Source: an optimization exercise on an open RTL-to-GDS flow (aim: small area and a short achievable clock period). Production flows keep margins and buffers that such runs may drop. Function was not checked in any run shown here: the RTL went through the layout flow alone. No activity file was given, so power comes from the tool's default toggle rates.

==> flow/design.v, too long to show whole: its modules and the start of the top module <==
// module Unsigned_Array_Multiplier_32_Bit: 1854 lines
// module mul_add64: 404 lines
// module mul_booth_enc: 16 lines
// module mul_add3a: 227 lines
// module mul_aoi: 3 lines
// module mul_oai: 3 lines
// module mul_fa: 4 lines
// module mul_ha: 4 lines
// module Unsigned_Array_Multiplier_32_Bit_Top: 45 lines
module Unsigned_Array_Multiplier_32_Bit_Top (
    input         Clock_In,
    input         Enable_In,
    input  [31:0] Data_A_In,
    input  [31:0] Data_B_In,
    output [63:0] Multiplied_Result_Out
);
  // ...
==> flow/run.sh <==
#!/bin/bash
# synth_recipe.tcl (not shown) runs the flow's synth.tcl, then flattens the netlist and writes it again
# the make line also repeats each setting of config.mk as NAME=value (left out here)
make -C /OpenROAD-flow-scripts/flow DESIGN_CONFIG=/design/flow/config.mk WORK_HOME=/design/flow/orfs CLKGATE_MAP_FILE= SYNTH_SCRIPT=/design/flow/synth_recipe.tcl finish
==> flow/config.mk <==
export PLATFORM = sky130hd
export DESIGN_NAME = Unsigned_Array_Multiplier_32_Bit_Top
export DESIGN_NICKNAME = Unsigned_Array_Multiplier_32_Bit_Top
export VERILOG_FILES = /design/flow/design.v
export SDC_FILE = /design/flow/constraint.sdc
export NUM_CORES = 4
export LEC_CHECK = 0
export CAP_MARGIN = 20
export CORE_MARGIN = 2
export CORE_UTILIZATION = 60
export SLEW_MARGIN = 70
export SYNTH_HIERARCHICAL = 1
export SYNTH_MINIMUM_KEEP_SIZE = 0
==> flow/constraint.sdc <==
create_clock -name core_clock -period 12.0 [get_ports {Clock_In}]
set_input_delay 2.4000 -clock core_clock [delete_from_list [all_inputs] [get_ports {Clock_In}]]
set_output_delay 2.4000 -clock core_clock [all_outputs]
set_load 0.01 [all_outputs]
==> flow_summary.toml, run 1 <==
[sta]
whs_ns = 0.715
rsz0062_at_grt = "false"
layout_min_cycle_time_ns = 5.81
setup_viol = 0
final.setup_skew_ns = 0.0147

[die]
core_sq_mm = 0.0513
rows = 83

[synth]
syn_avg_cell_area_sq_um = 10.9
yosysWarnings = 7
synthCells = 2853

[place]
place_congestion = 0.927

[global_route]
grt_pass1_vias = 25300
grt_max_degree = 52
antenna_found_initial = 2

[setup_path]
crit_path_start_kind = "flop"
cp_top_family = "compound AO/OA/AOI/OAI gates"
crit_arrival_ns = 3.41
critPathCapture = "Multiplied_Result_Out[61]"
cp_common_cell = "a21oi_2"
crit_type = "reg2out"

[pwr]
power-top-group = "combinational logic"
clkPwrFrac_pct = 10.3
p_int_uw = 4440
ir_worst_vdd_uv = 174
power_density_mw_per_mm2 = 253
combPwrFrac_pct = 71.0
powerSeq_uw = 1600
p_total_uw = 8560

[run_status]
outcome = "timing/DRC/antenna clean"

[clock_tree]
clock-root-buffer = "clkbuf_16"
tritoncts = "yes"
cts_buffers = 26

[routing]
first_pass_iters = 9
wl_mm = 106
wl_met3_mm = 15.1

[cells_and_area]
non_clock_buffer_count = 237
nNonClkInverters = 80
clock_area_share_pct = 2.82
drive_gt1_share_pct = 27.1
seq_share_pct = 14.9
nMultiInputCombCells = 2183
multiInputGateArea_sq_mm = 0.0238

[worst_hold_path]
whs_path_depth = 2
==> run 2: changes to the inputs <==
==> flow/flow/run.sh (new file) <==
#!/bin/bash
# Own layout flow: the standard ORFS layout (standard.sh, standard synthesis
# unchanged), with area recovery on paths that have slack at global routing
# (RECOVER_POWER, cells may change footprint), and faster port buffers.
# Every tool's output goes to make.log in the work folder; ORFS's own per-step
# logs stay under orfs/logs/.
set -euo pipefail
export RECOVER_POWER=100
export BUFFER_PORTS_ARGS="-buffer_cell sky130_fd_sc_hd__buf_2"
bash standard.sh MATCH_CELL_FOOTPRINT=0 finish > make.log 2>&1
==> flow/standard.sh (new file) <==
#!/bin/bash
# synth_recipe.tcl (not shown) runs the flow's synth.tcl, then flattens the netlist and writes it again
# the make line also repeats each setting of config.mk as NAME=value (left out here)
make -C /OpenROAD-flow-scripts/flow DESIGN_CONFIG=/design/flow/config.mk WORK_HOME=/design/flow/orfs CLKGATE_MAP_FILE= SYNTH_SCRIPT=/design/flow/synth_recipe.tcl "${@:-finish}"
removed: flow/run.sh
==> flow_summary.toml, run 2 <==
[global_route]
grt_pass1_vias = 25700
antenna_found_initial = 1
grt_pass1_wl_mm = 165
grt_overflow = 0
grtUsageTotal_pct = 40.4
grt_max_degree = 52

[run_status]
outcome = "finished with violations"
check.faults = "max-capacitance violations, max-slew violations"

[die]
ioPinCount = 130
die_area_sq_mm = 0.0538
core_sq_mm = 0.0513
dieWidth_um = 232
die_y_um = 232
rows = 83
start_util_pct = 60.7

[sta]
layout_min_cycle_time_ns = 6.48
final.setup_skew_ns = 0.0187
tns_ns = 0
slew_violations = 118
maxSlewHeadroom_pct = -77.7
hold_viol_final = 0
rsz0062_at_grt = "false"
fmax_ghz = 0.154
worst_pin_slew_ns = 2.66
fin_crit_sh_pct = 54.0
setup_viol = 0

[clock_tree]
post_cts_buffers = 0
cts_buffers = 27
clk_pin_slew_ns = 0.06
clk_latency_ns = 0.57
cts_resized = 0
cts_sinks = 246
tritoncts = "yes"
cts_hold_buf = 0
clock-root-buffer = "clkbuf_16"
clock_path_buffers = 3
htree_levels = 1

[cells_and_area]
fin_nets = 3277
postLayoutCoreUtil_pct = 63.9
final_cell_mix = "xnor2_1 (408), a22o_1 (302), fa_1 (288)"
largest_reg_flops = 64
reg.largest.list = "Sum_Reg x64, Carry_Reg x63, Triple_Reg x33"
final_common_cell = "xnor2_1"
syn_to_final_growth_pct = 5.19
regMostFlops = "Sum_Reg"
drive_gt1_share_pct = 27.0

[worst_hold_path]
holdPathEnd = "Sum_Reg[1]$_DFF_P_"
hp-start = "Neg_Reg[0]$_DFF_P_"
whs_path_depth = 2
hp-class = "reg2reg"

[setup_path]
reg2reg_depth = 10
crit_type = "reg2out"
crit_arrival_ns = 4.08
cpPeakStageDelay_ns = 0.58
slowest_stage = "a21oi_1"
crit_path_max_fanout = 5
critical_path_required_ns = 9.60
r2r-end = "Sum_Reg[37]$_DFF_P_"
regToRegSetupSlack_ns = 5.83
crit_path_start_kind = "flop"
r2r-start = "S2_Reg[3]$_DFF_P_"
cp-end-kind = "output pin"
critPathBufInv = 2
cp_top_family = "compound AO/OA/AOI/OAI gates"
cp_common_cell = "a21oi_1"
path_cells = "a21oi_1 -> inv_1 -> a21oi_1 -> o21ai_0 -> a21oi_1 -> o21ai_0 -> a21oi_2 -> xnor2_1 -> clkbuf_1"

[routing]
drtIter0Drc = 3577
drc_errors = 0
viasPerCell = 7.32
detail-route-antenna-nets = 0
wl_per_cell_um = 31.7
vias = 25500
first_pass_iters = 7
wl_mm = 110

[run]
drv_cap = 3

[synth]
yosysWarnings = 7
syn_avg_cell_area_sq_um = 10.9
synthCells = 2853
netlist_area_sq_mm = 0.0312

[pwr]
ir_worst_vdd_uv = 169
power_density_mw_per_mm2 = 254
leakage_uw = 0.0124

[place]
dp_hpwl_mm = 71.5
portBuffers = 129
place_congestion = 0.908
==> run 2: changes by cell type in the layout (fill, tap and decap cells not counted), sizes merged <==
cell | before | now
clkdlybuf4s50 | 129 | 0
clkbuf | 42 | 122
buf | 98 | 154
bufinv | 5 | 2
dlymetal6s2s | 0 | 2
inv | 82 | 84
clkinv | 6 | 7
clkinvlp | 2 | 1
diode | 0 | 1
==> run 2: power by group <==
part           leakage, uW  internal (uW)  switching [uW]  total, uW
logic              0.00984           2500            3370       5880
clock network     0.000451            493             350        844
registers          0.00207           1160             429       1590
total               0.0124           4160            4150       8310
==> run 2: per-layer routing <==
layer | part of all wire, % | global-route usage (%) | up-vias
met5 | 0 | 0 | -
met4 | 5.7 | 19.0 | 0
met3 | 14 | 13.7 | 538
met2 | 42 | 60.0 | 2154
met1 | 38 | 52.8 | 12300
li1 | - | - | 10500
==> run 2: final cells by class <==
class                      count  area (sq um)
sequential                   246          5050
tap                          680           851
antenna                        1          2.50
multi-input combinational   2183         23500
clock buffer                  36           761
timing repair buffer         242          2130
clock inverter                14           151
fill                        4266         18500
inverter                      80           300
==> run 2: worst max path at each step <==
stage	from	end	slack [ns]	cells after the start
after floorplan	Data_A_In[3]	Triple_Reg[18]$_DFF_P_	7.44	8
after global placement	Sum_Reg[17]$_DFF_P_	Multiplied_Result_Out[59]	6.96	7
after detailed placement	Sum_Reg[1]$_DFF_P_	Multiplied_Result_Out[63]	7.10	9
after CTS	Sum_Reg[1]$_DFF_P_	Multiplied_Result_Out[63]	6.48	9
after global routing	Sum_Reg[1]$_DFF_P_	Multiplied_Result_Out[63]	5.27	9
final	Sum_Reg[1]$_DFF_P_	Multiplied_Result_Out[63]	5.52	9
==> run 2: through the flow <==
step	cells	total power, uW	setup slack (ns)	area [sq um]	hold slack, ns
floorplan	2875	4990	7.44	31200	0.450
global placement	3407	7140	6.96	31100	0.884
global route	3481	8950	5.27	32800	0.834
finish	3482	8310	5.52	32800	0.819
detailed placement	3422	7280	7.10	32000	0.872
CTS	3472	8230	6.48	32900	0.891
==> run 2: worst register-to-register path, stage by stage (launching register included) <==
cell and delay [ns]:
dfxtp_1 0.32, clkbuf_1 1.89, a221oi_1 0.39, xnor2_1 0.35
fa_1 0.48, fa_1 0.46, fa_1 0.42, fa_1 0.49
fa_1 0.42, fa_1 0.53, ha_1 0.31

## re-timing with driven ports
The flow's constraints put no driver on any port. The routed layouts listed below were extracted and timed again, unchanged, in two steps. Step 1 (the two cells are an assumption about what drives the block):
set clk [get_ports {Clock_In}]
set_driving_cell -lib_cell sky130_fd_sc_hd__clkbuf_16 $clk
set_driving_cell -lib_cell sky130_fd_sc_hd__buf_2 [delete_from_list [all_inputs] $clk]
Step 2 also shifts input and output timing later by t, the mid clock arrival at the registers, as if the neighbouring blocks saw the same clock. Three values: ideal ports, drivers, drivers and shift; two values: the first two.
| run | t (ns) | setup slack, ns | pins driven straight from the clock port |
|---|---|---|---|
| run 1 | 0.615 | 6.187 / 6.124 / 6.739 | 1 |
| run 2 | 0.615 | 5.516 / 5.458 / 5.832 | 1 |
